Context: an optimization exercise on an open-source flow, tuned for small area, a short achievable clock period and few clock cycles. The choices shown serve that exercise and are no tape-out recipe. At most, simulation tests tie the RTL to the original design; equivalence was not proved.

// GCD
module GCD(
    input         clk,
    input         rst,         
    input         start,       
    input  [15:0] a_in,
    input  [15:0] b_in,
    output        done,        
    output [15:0] Gcd,
    output [55:0] seg          
    );
    localparam STEPS = 3;      
    reg [16:0] F, G;
    reg [1:0]  D;
    reg [3:0]  K;
    reg        Busy;
    reg        Slow;           
    reg        Low;            
    reg [2:0]  Cnt;            
    reg        DoneReg;
    reg [18:0] Dg;             
    function [39:0] gstep(input [16:0] f, input [16:0] g, input [1:0] d,
                          input [3:0] k);
        reg        sub, swap, odd2;
        reg [15:0] sq;
        reg [17:0] x;
        reg [16:0] fo, go;
        reg [1:0]  dx, dq;
        reg [3:0]  dw;
        reg [1:0]  sh, dec;
        begin
            sub  = !(f[1] ^ g[1]);
            sq   = {g[16], g[16:2]} + ({f[16], f[16:2]} ^ {16{sub}}) + 16'd1;
            swap = d[1];
            odd2 = f[0] && g[0];
            x    = odd2 ? {sq[15], sq, 1'b0}
                 : (f[0] || !g[0]) ? {g[16], g} : {f[16], f};
            sh   = (!f[0] || x[1]) ? 2'd1 : x[2] ? 2'd2 : 2'd3;
            go   = (sh == 2'd1) ? x[17:1]
                 : (sh == 2'd2) ? {x[17], x[17:2]} : {{2{x[17]}}, x[17:3]};
            fo   = !f[0] ? (g[0] ? g : {f[16], f[16:1]})
                         : (odd2 && swap) ? g : f;
            dx   = ((!f[0] && g[0]) || (odd2 && swap)) ? ~d : d;
            dec  = !f[0] ? 2'd0 : (odd2 && swap) ? sh - 2'd1 : sh;
            dw   = {{2{dx[1]}}, dx} - {2'd0, dec};
            dq   = (dw[3] && dw[2:1] != 2'b11) ? 2'b10 : dw[1:0];
            gstep = {fo, go, dq, k + {3'd0, !f[0] && !g[0]}};
        end
    endfunction
    reg [16:0] fn, gn, fp, gp;
    reg [1:0]  dn;
    reg [3:0]  kn, kp;
    integer s;
    always @* begin
        fn = F; gn = G; dn = D; kn = K;
        fp = F; gp = G; kp = K;
        for (s = 0; s < STEPS; s = s + 1) begin
            if (s == STEPS - 1) begin fp = fn; gp = gn; kp = kn; end
            {fn, gn, dn, kn} = gstep(fn, gn, dn, kn);
        end
    end
    wire        TermP = (gp == 17'd0) && (fp[0] || fp == 17'd0);
    wire [16:0] Absf  = {fp[16:1] ^ {16{fp[16]}}, fp[0]};
    wire        Big16 = |Absf[15:12];
    wire        Big   = |Absf[15:8];
    wire        Fast  = !Big && (kp == 4'd0);
  ...
For scale: roughly 66 flip-flops, roughly 110 I/O pins, ~0.011 mm² of cells after synthesis.
Settings: LEC_CHECK=0, ABC_AREA=1, CAP_MARGIN=20, CORE_MARGIN=2, CORE_UTILIZATION=40, CTS_BUF_LIST=sky130_fd_sc_hd__clkbuf_8, SLEW_MARGIN=20; clock period 38.0 ns.
standard.sh (not shown) runs the stock make flow with config.mk's settings and CLKGATE_MAP_FILE= SYNTH_SCRIPT=/design/flow/synth_recipe.tcl, a recipe that flattens the netlist after the stock synthesis.
==> flow/flow/run.sh <==
#!/bin/bash
set -euo pipefail
bash standard.sh finish SETUP_SLACK_MARGIN=29 > standard.log 2>&1
Rerun with:
--- a/flow/design.v
+++ b/flow/design.v
@@ -50,25 +50,27 @@
     reg [16:0] fn, gn, fp, gp;
     reg [1:0]  dn;
     reg [3:0]  kn, kp;
     integer s;
     always @* begin
         fn = F; gn = G; dn = D; kn = K;
         fp = F; gp = G; kp = K;
         for (s = 0; s < STEPS; s = s + 1) begin
             if (s == STEPS - 1) begin fp = fn; gp = gn; kp = kn; end
             {fn, gn, dn, kn} = gstep(fn, gn, dn, kn);
         end
     end
-    wire        TermP = (gp == 17'd0) && (fp[0] || fp == 17'd0);
+    wire [16:0] Xfg   = fp ^ gp;
+    wire        TermP = ((gp == 17'd0) && (fp[0] || fp == 17'd0))
+                     || (fp[0] && gp[0] && (&Xfg[16:1] || !(|Xfg[16:1])));
     wire [16:0] Absf  = {fp[16:1] ^ {16{fp[16]}}, fp[0]};
     wire        Big16 = |Absf[15:12];
     wire        Big   = |Absf[15:8];
     wire        Fast  = !Big && (kp == 4'd0);
     function [3:0] add3(input [3:0] x);
         case (x)
             4'd5: add3 = 4'd8;
             4'd6: add3 = 4'd9;
             4'd7: add3 = 4'd10;
             4'd8: add3 = 4'd11;
             4'd9: add3 = 4'd12;
             default: add3 = x;
What happened: Fmax is about the same; cell count increases by 1.1%; setup slack hardly moves; register-to-register slack gets worse by 0.18 ns; worst hold slack is about the same; clock-buffer cell count stays the same; via count came out higher by 3.0%; die area climbs by 2.3%; non-clock buffer count fell by 10; design area went up by 1.9%; core utilization went up by 0.22 points; synthesized cell count went up by 1.8%; routed wire length grows by 7.8%.
No run of this note included a check of the RTL's function; only the layout flow was run.

run A:
Another version of the RTL of GCD (not shown whole).
Size in the first run: roughly 1,900 cells after synthesis, roughly 110 I/O pins, roughly 12,000 sq um of cells after synthesis.
==> module GCD, before the edit <==
module GCD(
    input         clk,
    input         rst,         
    input         start,       
    input  [15:0] a_in,
    input  [15:0] b_in,
    output        done,        
    output [15:0] Gcd,
    output [55:0] seg          
    );
    localparam STEPS = 3;      
    reg [16:0] F, G;
    reg [1:0]  D;
    reg [3:0]  K;
    reg        Busy;
    reg        Slow;           
    reg        Low;            
    reg [2:0]  Cnt;            
    reg        DoneReg;
    reg [34:0] Sg;             
    function [39:0] gstep(input [16:0] f, input [16:0] g, input [1:0] d,
                          input [3:0] k);
        reg        sub, swap, odd2;
        reg [15:0] sq;
        reg [17:0] x;
        reg [16:0] fo, go;
        reg [1:0]  dx, dq;
        reg [3:0]  dw;
        reg [1:0]  sh, dec;
        begin
            sub  = !(f[1] ^ g[1]);
            sq   = {g[16], g[16:2]} + ({f[16], f[16:2]} ^ {16{sub}}) + 16'd1;
            swap = d[1];
            odd2 = f[0] && g[0];
            x    = odd2 ? {sq[15], sq, 1'b0}
                 : (f[0] || !g[0]) ? {g[16], g} : {f[16], f};
            sh   = (!f[0] || x[1]) ? 2'd1 : x[2] ? 2'd2 : 2'd3;
            go   = (sh == 2'd1) ? x[17:1]
                 : (sh == 2'd2) ? {x[17], x[17:2]} : {{2{x[17]}}, x[17:3]};
            fo   = !f[0] ? (g[0] ? g : {f[16], f[16:1]})
                         : (odd2 && swap) ? g : f;
            dx   = ((!f[0] && g[0]) || (odd2 && swap)) ? ~d : d;
            dec  = !f[0] ? 2'd0 : (odd2 && swap) ? sh - 2'd1 : sh;
            dw   = {{2{dx[1]}}, dx} - {2'd0, dec};
            dq   = (dw[3] && dw[2:1] != 2'b11) ? 2'b10 : dw[1:0];
            gstep = {fo, go, dq, k + {3'd0, !f[0] && !g[0]}};
        end
    endfunction
    reg [16:0] fn, gn, fp, gp;
    reg [1:0]  dn;
    reg [3:0]  kn, kp;
    integer s;
    always @* begin
        fn = F; gn = G; dn = D; kn = K;
        fp = F; gp = G; kp = K;
        for (s = 0; s < STEPS; s = s + 1) begin
            if (s == STEPS - 1) begin fp = fn; gp = gn; kp = kn; end
            {fn, gn, dn, kn} = gstep(fn, gn, dn, kn);
        end
    end
    wire [16:0] Xfg   = fp ^ gp;
    wire        TermP = ((gp == 17'd0) && (fp[0] || fp == 17'd0))
                     || (fp[0] && gp[0] && (&Xfg[16:1] || !(|Xfg[16:1])));
    wire [16:0] Absf  = {fp[16:1] ^ {16{fp[16]}}, fp[0]};
    wire        Big16 = |Absf[15:12];
    wire        Big   = |Absf[15:8];
    wire        Fast  = !Big && (kp == 4'd0);
    function [3:0] add3(input [3:0] x);
        case (x)
            4'd5: add3 = 4'd8;
            4'd6: add3 = 4'd9;
            4'd7: add3 = 4'd10;
            4'd8: add3 = 4'd11;
            4'd9: add3 = 4'd12;
            default: add3 = x;
        endcase
    endfunction
    function [9:0] bcd8(input [7:0] v);
        reg [11:0] r;
        integer i;
        begin
            r = 12'd0;
            for (i = 7; i >= 0; i = i - 1) begin
                r[3:0] = add3(r[3:0]);
                r[7:4] = add3(r[7:4]);
                r = {r[10:0], v[i]};
            end
            bcd8 = r[9:0];
        end
    endfunction
    function [18:0] dabble(input [18:0] d, input bit_in);
        dabble = {d[17:16],
                  add3(d[15:12]), add3(d[11:8]), add3(d[7:4]), add3(d[3:0]),
                  bit_in};
    endfunction
    wire [7:0] V8 = Big16 ? Absf[15:8] : Big ? Absf[11:4] : Absf[7:0];
    wire [9:0] B8 = bcd8(V8);
    function [4:0] zflags(input [18:0] d);
        reg z4, z3, z2, z1, z0;
        begin
            z4 = (d[18:16] == 3'd0);
            z3 = z4 && (d[15:12] == 4'd0);
            z2 = z3 && (d[11:8] == 4'd0);
            z1 = z2 && (d[7:4] == 4'd0);
            z0 = z1 && (d[3:0] == 4'd0);
            zflags = {z4, z3, z2, z1, z0};
        end
    endfunction
    function [6:0] seg7(input blank, input [3:0] x);
        reg a, b, c, d, e, f, g;
        begin
            a = (!x[3] && !x[2] && !x[1] && x[0]) || (x[2] && !x[1] && !x[0]);
            b = x[2] && (x[1] ^ x[0]);
            c = !x[2] && x[1] && !x[0];
            d = a || (x[2] && x[1] && x[0]);
            e = x[0] || (x[2] && !x[1]);
            f = (!x[3] && !x[2] && (x[1] || x[0])) || (x[2] && x[1] && x[0]);
            g = (!x[3] && !x[2] && !x[1]) || (x[2] && x[1] && x[0]);
            seg7 = {g, f, e, d, c, b, a} | {7{blank}};
        end
    endfunction
    function [3:0] unseg7(input [6:0] s);
        reg a, b, c, d, e, f, g;
        begin
            {g, f, e, d, c, b, a} = s;
            unseg7 = {!a && !b && !c && !d && !f && !g,
                      (b && !c) || (a && !f) || (g && f && !a),
                      (f && !(g && a)) || (b && !e),
                      e && !c && !(a && !f)};
        end
    endfunction
    function [34:0] segs(input [18:0] d, input [4:0] z);
        segs = {seg7(z[4], {1'b0, d[18:16]}), seg7(z[3], d[15:12]),
                seg7(z[2], d[11:8]), seg7(z[1], d[7:4]), seg7(z[0], d[3:0])};
    endfunction
    wire [3:0]  Dg4 = unseg7(Sg[34:28]);
    wire [18:0] Dg  = {Dg4[2:0], unseg7(Sg[27:21]), unseg7(Sg[20:14]),
                       unseg7(Sg[13:7]), unseg7(Sg[6:0])};
    assign seg  = {7'h7F, 7'h7F, 7'h7F, Sg};
    assign Gcd  = F[15:0];
    assign done = DoneReg;
    wire Conv = Busy && !Slow && TermP;
    wire [18:0] DgNext = dabble(Dg, Low ? F[Cnt] : 1'b0);
    always @(posedge clk) begin
        G <= Busy ? gn : {1'b0, b_in};
        D <= Busy ? dn : 2'd0;
        if (!Busy) begin
            F <= {1'b0, a_in};
            K <= 4'd0;
        end else if (Slow) begin
            if (!Low) begin
                F <= {F[15:0], 1'b0};
                K <= K - 4'd1;
            end
        end else begin
            F <= Conv ? Absf : fn;
            K <= kn;
        end
        Sg <= segs(Slow ? DgNext : {9'd0, B8},
                   Slow ? zflags(DgNext)
                        : {2'b11, V8 < 8'd100, V8 < 8'd10, V8 == 8'd0});
        if (Slow) Cnt <= Cnt - 3'd1;
        else      Cnt <= {Big16, 2'b11};
        if (rst) begin
            Busy    <= 1'b0;
            Slow    <= 1'b0;
            DoneReg <= 1'b0;
        end else begin
            DoneReg <= 1'b0;
            if (start) begin
                Busy <= 1'b1;
            end else if (Slow) begin
                if (Low) begin
                    if (Cnt == 3'd0) begin
                        Low <= 1'b0;
                        if (K == 4'd0) begin
                            Slow    <= 1'b0;
                            Busy    <= 1'b0;
                            DoneReg <= 1'b1;
                        end
                    end
                end else if (K == 4'd1) begin
                    Slow    <= 1'b0;
                    Busy    <= 1'b0;
                    DoneReg <= 1'b1;
                end
            end else if (Conv) begin
                if (Fast) begin
                    Busy    <= 1'b0;
                    DoneReg <= 1'b1;
                end else begin
                    Slow <= 1'b1;
                    Low  <= Big;
                end
            end
        end
    end
endmodule
export LEC_CHECK = 0
export ABC_AREA = 1
export CAP_MARGIN = 20
export CORE_MARGIN = 2
export CORE_UTILIZATION = 40
export CTS_BUF_LIST = sky130_fd_sc_hd__clkbuf_8
export SLEW_MARGIN = 20
create_clock -name core_clock -period 38.0 [get_ports {clk}]
run.sh (not shown) runs the stock make flow with config.mk's settings and CLKGATE_MAP_FILE= SYNTH_SCRIPT=/design/flow/synth_recipe.tcl, a recipe that flattens the netlist after the stock synthesis.
Stock flow here: none of the scripts above is used.
Run A: all stages complete, timing, DRC and antenna checks passed
Testbench counts of run A, summed over its fixed seeds: cycles 18,861.
For run B, these inputs were changed with respect to run A:
--- a/flow/design.v
+++ b/flow/design.v
@@ -60,7 +60,5 @@
         end
     end
-    wire [16:0] Xfg   = fp ^ gp;
-    wire        TermP = ((gp == 17'd0) && (fp[0] || fp == 17'd0))
-                     || (fp[0] && gp[0] && (&Xfg[16:1] || !(|Xfg[16:1])));
+    wire        TermP = (gp == 17'd0) && (fp[0] || fp == 17'd0);
     wire [16:0] Absf  = {fp[16:1] ^ {16{fp[16]}}, fp[0]};
     wire        Big16 = |Absf[15:12];
[summary]
Delta (run B minus run A): global-route wire length before repair shows a reduction of about 3.3%; shortest period the worst path allows shows a reduction of 0.27 ns.
Run B: relative slew slack 0.55 points above run A
On run B: hold slack is 0.040 ns higher than what run A gave.
Run B vs run A on total of fill cells in the finished design: run B is the lower one.
Looking at cell area after layout across run B and run A, the one that comes out lower is run B.
Row worst-case setup margin in the final layout: run B higher / run A lower
Global-route track usage on met3: higher on run A
Run B: done, clean on timing, DRC and antenna
Comparing the two runs side by side, run B comes out ahead of run A on total length of routed wires.
Run A -> run B: wire length on met3 decreased by a few percent
Only the layout flow was run in run B; the RTL was not checked for function there.

[static timing again, ports no longer ideal]
In the flow no input, the clock included, has a driving cell. The finished layouts below were timed again as built, in two steps. Step 1, drivers: a clkbuf_16 drives clk and a buf_2 each remaining input, both assumed. Step 2 times the ports against the registers' clock, not the clock port: input delays grow and output delays shrink by t, the midpoint of the rising clock arrivals with the driver on. Three values: ideal ports, drivers, drivers and shift; two values: the first two.
run | t, ns | setup WS [ns] | worst slew at a driven data input, ns | pins driven straight from the clock port
the first run of note 1 | 0.408 | 28.953 / 28.911 / 29.220 | 0.05 | 1
the second run of note 1 | 0.397 | 28.956 / 28.922 / 29.033 | 0.06 | 1
run A | 0.409 | 28.243 / 28.243 / 28.243 | 0.06 | 1
run B | 0.426 | 28.510 / 28.510 / 28.510 | 0.05 | 1
After both steps setup and hold are still met in every run listed.
